What follows belongs to an exercise in optimizing a design on an open flow for small area; a production flow would make more cautious choices. RTL that was checked went through simulation tests only; none was proved equivalent to the original.

==> run B <==
## fp_mult
module fp_mult (clk, reset, a, b, res);
  input clk;
  input reset;
  input [31:0] a;
  input [31:0] b;
  output reg [31:0] res;
  wire [7:0] xe0;
  wire [23:0] ma0, mb0;
  fpm_pre pre (.a(a), .b(b), .xe(xe0), .ma(ma0), .mb(mb0));
  reg s1;
  reg [7:0] xe1;
  reg [23:0] ma1, mb1;
  always @(posedge clk) begin
    s1 <= a[31] ^ b[31];
    xe1 <= xe0;
    ma1 <= ma0;
    mb1 <= mb0;
  end
  wire [24:0] ph1;
  wire g1;
  fpm_mul mul (.ma(ma1), .mb(mb1), .ph(ph1), .g(g1));
  reg s2;
  reg [7:0] xe2;
  reg [24:0] ph2;
  reg g2;
  always @(posedge clk) begin
    s2 <= s1;
    xe2 <= xe1;
    ph2 <= ph1;
    g2 <= g1;
  end
  wire [30:0] r2;
  fpm_round rnd (.xe(xe2), .ph(ph2), .g(g2), .r(r2));
  reg [31:0] r3;
  always @(posedge clk) r3 <= {s2, r2};
  always @(posedge clk) res <= reset ? r3 : 32'd0;
endmodule
clock: 8.0 ns
lec_check: 0
cap_margin: 0
core_margin: 2
core_utilization: 60
cts_buf_list: sky130_fd_sc_hd__clkbuf_8
gpl_timing_driven: 0
slew_margin: 0
synth_hierarchical: 1
synth_minimum_keep_size: 0
standard.sh (not shown) runs the stock make flow with config.mk's settings and CLKGATE_MAP_FILE= SYNTH_SCRIPT=/design/flow/synth_recipe.tcl, a recipe that flattens the netlist after the stock synthesis.
==> flow/flow/run.sh <==
#!/bin/bash
# Layout flow: the standard ORFS flow (standard synthesis unchanged),
# with the port buffers that global placement inserts made plain buf_1
# cells instead of the tool's default choice. Every input and output port
# still gets its own buffer.
set -euo pipefail
export BUFFER_PORTS_ARGS="-buffer_cell sky130_fd_sc_hd__buf_1"
bash standard.sh > standard_flow.log 2>&1
==> run Y (differences from run B) <==
--- a/flow/config.mk
+++ b/flow/config.mk
@@ -10,3 +10,3 @@
 export CORE_UTILIZATION = 60
-export CTS_BUF_LIST = sky130_fd_sc_hd__clkbuf_8
+export CTS_BUF_LIST = sky130_fd_sc_hd__clkbuf_4 sky130_fd_sc_hd__clkbuf_8 sky130_fd_sc_hd__clkbuf_16
 export GPL_TIMING_DRIVEN = 0
==> summary of the runs <==
Worst setup slack: run B is better than run Y (0.031 ns).
Of run B and run Y, run B has the higher fmax (gap about 0.4%, measured against run Y).
In run Y the global-route usage is higher than in run B, by 0.30 points.
In clock skew, run Y and run B hardly differ.
Of run B and run Y, run Y has the higher via count (gap about 0.8%, measured against run Y).
In run Y the non-clock buffer count is higher than in run B, by 1.
Synthesized cell count is the same in run Y and run B.
Function was not checked in any run of this note: the RTL went through the layout flow alone.

---

==> 12-20: inputs <==
fp_mult, a different RTL version from the one above (not shown whole).
==> module fp_mult, before the edit <==
module fp_mult (clk, reset, a, b, res);
  input clk;
  input reset;
  input [31:0] a;
  input [31:0] b;
  output reg [31:0] res;
  wire [7:0] xe0;
  wire [23:0] ma0, mb0;
  fpm_pre pre (.a(a), .b(b), .xe(xe0), .ma(ma0), .mb(mb0));
  reg s1;
  reg [7:0] xe1;
  reg [23:0] ma1, mb1;
  always @(posedge clk) begin
    s1 <= a[31] ^ b[31];
    xe1 <= xe0;
    ma1 <= ma0;
    mb1 <= mb0;
  end
  wire [24:0] ph1;
  wire g1;
  fpm_mul mul (.ma(ma1), .mb(mb1), .ph(ph1), .g(g1));
  reg s2;
  reg [7:0] xe2;
  reg [24:0] ph2;
  reg g2;
  always @(posedge clk) begin
    s2 <= s1;
    xe2 <= xe1;
    ph2 <= ph1;
    g2 <= g1;
  end
  wire [30:0] r2;
  fpm_round rnd (.xe(xe2), .ph(ph2), .g(g2), .r(r2));
  reg [31:0] r3;
  always @(posedge clk) r3 <= {s2, r2};
  always @(posedge clk) res <= reset ? r3 : 32'd0;
endmodule
==> flow/config.mk <==
export PLATFORM = sky130hd
export DESIGN_NAME = fp_mult
export DESIGN_NICKNAME = fp_mult
export VERILOG_FILES = /design/flow/design.v
export SDC_FILE = /design/flow/constraint.sdc
export NUM_CORES = 4
export LEC_CHECK = 0
export CAP_MARGIN = 0
export CORE_MARGIN = 2
export CORE_UTILIZATION = 60
export CTS_BUF_LIST = sky130_fd_sc_hd__clkbuf_8
export SLEW_MARGIN = 0
export SYNTH_HIERARCHICAL = 1
export SYNTH_MINIMUM_KEEP_SIZE = 0
==> flow/constraint.sdc <==
create_clock -name core_clock -period 8.0 [get_ports {clk}]
set_input_delay 1.6000 -clock core_clock [delete_from_list [all_inputs] [get_ports {clk}]]
set_output_delay 1.6000 -clock core_clock [all_outputs]
set_load 0.01 [all_outputs]
run.sh (not shown) runs the stock make flow with config.mk's settings and CLKGATE_MAP_FILE= SYNTH_SCRIPT=/design/flow/synth_recipe.tcl, a recipe that flattens the netlist after the stock synthesis.
Stock flow here: none of the scripts above is used.
==> 11-02 (differences from 12-20) <==
--- a/flow/design.v
+++ b/flow/design.v
@@ -1295,6 +1295,6 @@
   wire [30:0] r2;
   fpm_round rnd (.xe(xe2), .ph(ph2), .g(g2), .r(r2));
-  reg [31:0] r3;
-  always @(posedge clk) r3 <= {s2, r2};
-  always @(posedge clk) res <= reset ? r3 : 32'd0;
+  reg [31:0] r3n;
+  always @(posedge clk) r3n <= ~{s2, r2};
+  always @(posedge clk) res <= ~(r3n | {32{~reset}});
 endmodule
Settings changed: CAP_MARGIN 0 to 20, CORE_UTILIZATION 60 to 40, CTS_BUF_LIST sky130_fd_sc_hd__clkbuf_8 to not set, SLEW_MARGIN 0 to 20.
==> qor summary <==
	11-02	12-20
Outcome	finished clean	finished clean
Synth Cell Area	18100 um^2	18000 um^2
Worst slew pin tran	0.856 ns	0.827 ns
Clock insertion delay at the later pin of the skew report	0.48 ns	0.49 ns
Endpoint of the worst hold path	xe2[1]	s2
Number of cells produced by synthesis	1709	1677
Area share of and/or/nand/nor cells after synthesis	5.15%	5.20%
Detailed-placement wirelength estimate	42600 um	40300 um
Wire length of the first global-routing pass	79300 um	75300 um
Startpoint of the lowest-slack register-to-register path	mb1[7]	mb1[13]
Detailed route wirelength on metal3	5560 um	4690 um
Post-synthesis xor/xnor area fraction	14.0%	14.0%
No run of this note included a check of the RTL's function; only the layout flow was run.

---

==> 03-14: inputs <==
Another version of the RTL of fp_mult (not shown whole).
==> flow/design.v (excerpt) <==
module fp_mult (clk, reset, a, b, res);
  input clk;
  input reset;
  input [31:0] a;
  input [31:0] b;
  output reg [31:0] res;
  wire [7:0] xe0;
  wire [23:0] ma0, mb0;
  fpm_pre pre (.a(a), .b(b), .xe(xe0), .ma(ma0), .mb(mb0));
  reg s1;
  reg [7:0] xe1;
  reg [23:0] ma1, mb1;
  always @(posedge clk) begin
    s1 <= a[31] ^ b[31];
    xe1 <= xe0;
    ma1 <= ma0;
    mb1 <= mb0;
  end
  wire [24:0] ph1;
  wire g1;
  fpm_mul mul (.ma(ma1), .mb(mb1), .ph(ph1), .g(g1));
  reg s2;
  reg [7:0] xe2;
  reg [24:0] ph2;
  reg g2;
  always @(posedge clk) begin
    s2 <= s1;
    xe2 <= xe1;
    ph2 <= ph1;
    g2 <= g1;
  end
  wire [30:0] r2;
  fpm_round rnd (.xe(xe2), .ph(ph2), .g(g2), .r(r2));
  reg [31:0] r3;
  always @(posedge clk) r3 <= {s2, r2};
  always @(posedge clk) res <= reset ? r3 : 32'd0;
endmodule
clock: 8.0 ns
lec_check: 0
cap_margin: 0
core_margin: 2
core_utilization: 60
cts_buf_list: sky130_fd_sc_hd__clkbuf_8
slew_margin: 0
synth_hierarchical: 1
synth_minimum_keep_size: 0
standard.sh (not shown) runs the stock make flow with config.mk's settings and CLKGATE_MAP_FILE= SYNTH_SCRIPT=/design/flow/synth_recipe.tcl, a recipe that flattens the netlist after the stock synthesis.
==> flow/flow/run.sh <==
#!/bin/bash
# Layout flow: the standard ORFS flow (standard synthesis unchanged) with
#  - plain buf_1 cells as the port buffers global placement inserts (every
#    input and output port still gets its own buffer);
#  - clock tree built from clkbuf_8 (clkbuf_16 at the root), without the
#    dummy loads CTS otherwise adds for balancing.
set -euo pipefail
export BUFFER_PORTS_ARGS="-buffer_cell sky130_fd_sc_hd__buf_1"
export CTS_ARGS="-sink_clustering_enable -repair_clock_nets -buf_list sky130_fd_sc_hd__clkbuf_8 -root_buf sky130_fd_sc_hd__clkbuf_16 -dont_use_dummy_load"
bash standard.sh > standard_flow.log 2>&1
==> 07-12: changes against 03-14 <==
Settings changed: CORE_UTILIZATION 60 to 70.
==> summary of the runs <==
07-12 went through all stages and came out clean. 03-14 completed without violations. In area after synthesis, 07-12 and 03-14 do not differ. Against 07-12, the cell count of 03-14 is higher by about 3.4%. Worst hold slack: 07-12 is lower than 03-14 (0.016 ns). Of 03-14 and 07-12, 03-14 has the higher die area (gap 16%, measured against 07-12). Flip-flop and latch count is the same in 03-14 and 07-12. Of 03-14 and 07-12, 03-14 has the higher routed wire length (gap about 3.6%, measured against 07-12). In synthesized cell count, 07-12 and 03-14 do not differ. In 03-14 the core utilization is lower than in 07-12, by 11 points. Between 07-12 and 03-14, the lower global-route usage is in 03-14 (gap 4.1 points).
==> figures <==
metric                                                              07-12           03-14
Result of the run                                          finished clean  finished clean
Length in cells of the worst reg-to-reg path                           23              24
Non-Filler Instances                                                1,923           1,988
Seq/total area                                                      17.2%           17.1%
Period Utilization, post-route                                      93.8%           95.7%
FILL cells                                                          1,799           2,438
Area post-placement                                          17,900 sq um    18,000 sq um
Period minus WS final                                             7.50 ns         7.65 ns
Maximum frequency from static timing analysis                     133 MHz         131 MHz
Number of nets in the layout                                        2,060           2,064
Routing usage on met1                                               52.5%           48.0%
Vias in the first global route                                     13,300          13,000
Overall die area                                             26,000 sq um    30,200 sq um
Source of the worst register-to-register timing path               mb1[3]          mb1[1]
Remaining max-slew budget at the tightest pin                       27.3%           29.4%
Met3 wire length                                                  7.19 mm         6.49 mm
Number of well-tap cells placed                                       324             384
Detail-routed via count per cell                                     6.72            6.37
No run of this note included a check of the RTL's function; only the layout flow was run.

---

==> branch zinc: inputs <==
fp_mult with an RTL version that a note above also has.
Settings: LEC_CHECK=0, CAP_MARGIN=0, CORE_MARGIN=2, CORE_UTILIZATION=60, CTS_BUF_LIST=sky130_fd_sc_hd__clkbuf_8, SLEW_MARGIN=0, SYNTH_HIERARCHICAL=1, SYNTH_MINIMUM_KEEP_SIZE=0; clock period 8.0 ns.
==> flow/flow/run.sh <==
#!/bin/bash
# Layout flow: the standard ORFS flow (standard synthesis unchanged),
# with the port buffers that global placement inserts made plain buf_1
# cells instead of the tool's default choice. Every input and output port
# still gets its own buffer.
set -euo pipefail
export BUFFER_PORTS_ARGS="-buffer_cell sky130_fd_sc_hd__buf_1"
bash standard.sh > standard_flow.log 2>&1
==> inputs of branch onyx, as changes to branch zinc <==
--- a/flow/design.v
+++ b/flow/design.v
@@ -1294,7 +1294,7 @@
   end
   wire [30:0] r2;
   fpm_round rnd (.xe(xe2), .ph(ph2), .g(g2), .r(r2));
-  reg [31:0] r3;
-  always @(posedge clk) r3 <= {s2, r2};
-  always @(posedge clk) res <= reset ? r3 : 32'd0;
+  reg [31:0] r3n;
+  always @(posedge clk) r3n <= ~{s2, r2};
+  always @(posedge clk) res <= ~(r3n | {32{~reset}});
 endmodule
==> flow/run.sh (new file) <==
#!/bin/bash
# synth_recipe.tcl (not shown) runs the flow's synth.tcl, then flattens the netlist and writes it again
# the make line also repeats each setting of config.mk as NAME=value (left out here)
make -C /OpenROAD-flow-scripts/flow DESIGN_CONFIG=/design/flow/config.mk WORK_HOME=/design/flow/orfs CLKGATE_MAP_FILE= SYNTH_SCRIPT=/design/flow/synth_recipe.tcl finish
Settings changed: CAP_MARGIN 0 to 20, CORE_UTILIZATION 60 to 40, CTS_BUF_LIST sky130_fd_sc_hd__clkbuf_8 to sky130_fd_sc_hd__clkbuf_4 sky130_fd_sc_hd__clkbuf_8, SLEW_MARGIN 0 to 20.
removed: flow/flow/run.sh
removed: flow/standard.sh
==> impl_results.md <==
- Global-route wire length before repair: approximately 80 mm
- DR vias/cell: between 5 and 6
- Routed wire length: between 50 and 60 mm
- Portion of the layout cell area used by clock cells: 0.0199
- Status: complete, no violations
# the run above: branch onyx

==> impl_results.md <==
- Worst Path Class, Setup: reg -> reg
- Global-route wire length before repair: 77.7 mm
- Routed wire length: slightly above 50 mm
- Clock sinks: around 160
- Portion of the layout cell area used by clock cells: 0.0204
- Core area: 29600 um^2
- DR vias/cell: about 6
- Status: complete, no violations
# the run above: branch zinc

Function was not checked in any run of this note: the RTL went through the layout flow alone.

---

==> lagoon <==
Another version of the RTL of fp_mult (not shown whole).
clock: 8.0 ns
lec_check: 0
cap_margin: 0
cell_pad_in_sites_detail_placement: 1
cell_pad_in_sites_global_placement: 2
core_margin: 2
core_utilization: 50
cts_buf_list: sky130_fd_sc_hd__clkbuf_8
slew_margin: 0
synth_hierarchical: 1
synth_minimum_keep_size: 0
==> flow/flow/run.sh <==
#!/bin/bash
# Layout flow: the standard ORFS flow (standard synthesis unchanged) with
#  - plain buf_1 cells as the port buffers global placement inserts (every
#    input and output port still gets its own buffer);
#  - clock tree built from clkbuf_8 (clkbuf_16 at the root), without the
#    dummy loads CTS otherwise adds for balancing.
set -euo pipefail
export BUFFER_PORTS_ARGS="-buffer_cell sky130_fd_sc_hd__buf_1"
export CTS_ARGS="-sink_clustering_enable -repair_clock_nets -buf_list sky130_fd_sc_hd__clkbuf_8 -root_buf sky130_fd_sc_hd__clkbuf_16 -dont_use_dummy_load"
bash standard.sh > standard_flow.log 2>&1
==> inputs of ember, as changes to lagoon <==
--- a/flow/design.v
+++ b/flow/design.v
@@ -1423,15 +1423,15 @@
   assign p[41] = qs33;
   assign p[42] = qs34;
   assign p[43] = qs35;
   assign p[44] = qs36;
   assign p[45] = qs37;
   assign p[46] = qs38;
   assign p[47] = qs39;
-  assign ph = ~p[47:23];
+  assign ph = p[47:23];
   assign g = (~p[23] & ~p[24]) | ~(&p[22:0]);
 endmodule
 module fpm_fa (a, b, c, s, co);
   input a, b, c;
   output s, co;
   assign s = a ^ b ^ c;
   assign co = (a & b) | (a & c) | (b & c);
@@ -1448,21 +1448,21 @@
   assign pp = ~((one_n | y0) & (two_n | y1));
 endmodule
 module fpm_sel3 (s1, x1, s2, x2, s3, x3, ppn);
   input s1, x1, s2, x2, s3, x3;
   output ppn;
   assign ppn = ~((s1 & x1) | (s2 & x2) | (s3 & x3));
 endmodule
-module fpm_round (xe, ph, g, r);
+module fpm_round (xe, phn, g, r);
   input [7:0] xe;
-  input [24:0] ph;
+  input [24:0] phn;
   input g;
   output [30:0] r;
-  wire t = ph[24];
-  wire [22:0] n = t ? ph[23:1] : ph[22:0];
+  wire t = ~phn[24];
+  wire [22:0] n = ~(t ? phn[23:1] : phn[22:0]);
   wire [23:0] c;
   wire [22:0] rr;
   assign c[0] = g;
   genvar i;
   generate
     for (i = 0; i < 23; i = i + 1) begin : g_r
       fpm_ha ri (.a(n[i]), .b(c[i]), .s(rr[i]), .co(c[i + 1]));
@@ -1512,12 +1512,12 @@
   always @(posedge clk) begin
     s2 <= s1;
     xe2 <= xe1;
     ph2 <= ph1;
     g2 <= g1;
   end
   wire [30:0] r2;
-  fpm_round rnd (.xe(xe2), .ph(ph2), .g(g2), .r(r2));
+  fpm_round rnd (.xe(xe2), .phn(ph2), .g(g2), .r(r2));
   reg [31:0] r3;
   always @(posedge clk) r3 <= {s2, r2};
   always @(posedge clk) res <= reset ? r3 : 32'd0;
 endmodule
==> comparison table <==
	ember	lagoon
Result of the run	complete, no violations	complete, no violations
Die ar.	34,770 um2	34,530 um2
Adder and majority gate portion of the synthesized area	41.88%	42.18%
Number of vias after detailed routing	13,460	13,320
Worst Hold End	r3[31]	xe2[0]
Data arrival time at the worst-slack endpoint	7.24 ns	7.34 ns
Worst EP required	8.21 ns	8.32 ns
Number of instances in the placed design	1,837	1,828
First-pass GRT wire length	88,400 um	86,150 um
Post-Syn Instances	1,342	1,321
Worst setup path startpoint	mb1[0]	ph2[24]
Height of the die	186.5 um	185.8 um
Relative slew slack	30.22%	22.46%
Core outline area	32,700 um2	32,540 um2
Total inserted antenna cells	0	1
Fmax achieved	142.2 MHz	142.4 MHz
Function not checked in ember: the RTL went through the layout flow alone.

[port drivers added, routing unchanged]
How much do the figures lean on ideal ports? The routed layouts below were timed once more, with nothing changed but the port constraints.
Step 1, drivers: a clkbuf_16 drives clk and a buf_2 each remaining input, both assumed.
Step 2 adds t to the input delays and takes it off the output delays; t is the mean of the earliest and latest rising clock arrival at the registers after step 1. Input paths then give back, and output paths get back, about the clock's delay inside the block.
a / b / c = no drivers / after step 1 / after step 2; a / b = the first two.
run | shift t [ns] | setup slack, ns | hold WS [ns] | clock arrival spread, ns | slew at the worst register clock pin (ns)
run B | 0.527 | 0.181 / 0.181 / 0.181 | 0.333 / 0.333 / 0.333 | 0.022 / 0.022 | 0.09 / 0.09
run Y | 0.492 | 0.149 / 0.149 / 0.149 | 0.327 / 0.327 / 0.327 | 0.022 / 0.022 | 0.07 / 0.07
12-20 | 0.531 | 0.498 / 0.498 / 0.498 | 0.326 / 0.326 / 0.326 | 0.021 / 0.020 | 0.09 / 0.09
11-02 | 0.521 | 0.505 / 0.505 / 0.505 | 0.328 / 0.328 / 0.328 | 0.020 / 0.020 | 0.08 / 0.08
03-14 | 0.444 | 0.347 / 0.347 / 0.347 | 0.329 / 0.329 / 0.329 | 0.046 / 0.046 | 0.10 / 0.10
07-12 | 0.415 | 0.497 / 0.497 / 0.497 | 0.313 / 0.313 / 0.313 | 0.039 / 0.040 | 0.10 / 0.10
branch zinc | 0.528 | 0.333 / 0.333 / 0.333 | 0.333 / 0.333 / 0.333 | 0.015 / 0.015 | 0.09 / 0.09
branch onyx | 0.582 | 0.484 / 0.484 / 0.484 | 0.334 / 0.334 / 0.334 | 0.028 / 0.028 | 0.12 / 0.12
lagoon | 0.466 | 0.979 / 0.979 / 0.979 | 0.321 / 0.321 / 0.321 | 0.038 / 0.039 | 0.11 / 0.11
ember | 0.448 | 0.970 / 0.970 / 0.970 | 0.328 / 0.328 / 0.328 | 0.044 / 0.044 | 0.10 / 0.10
After both steps every run listed still meets setup and hold.
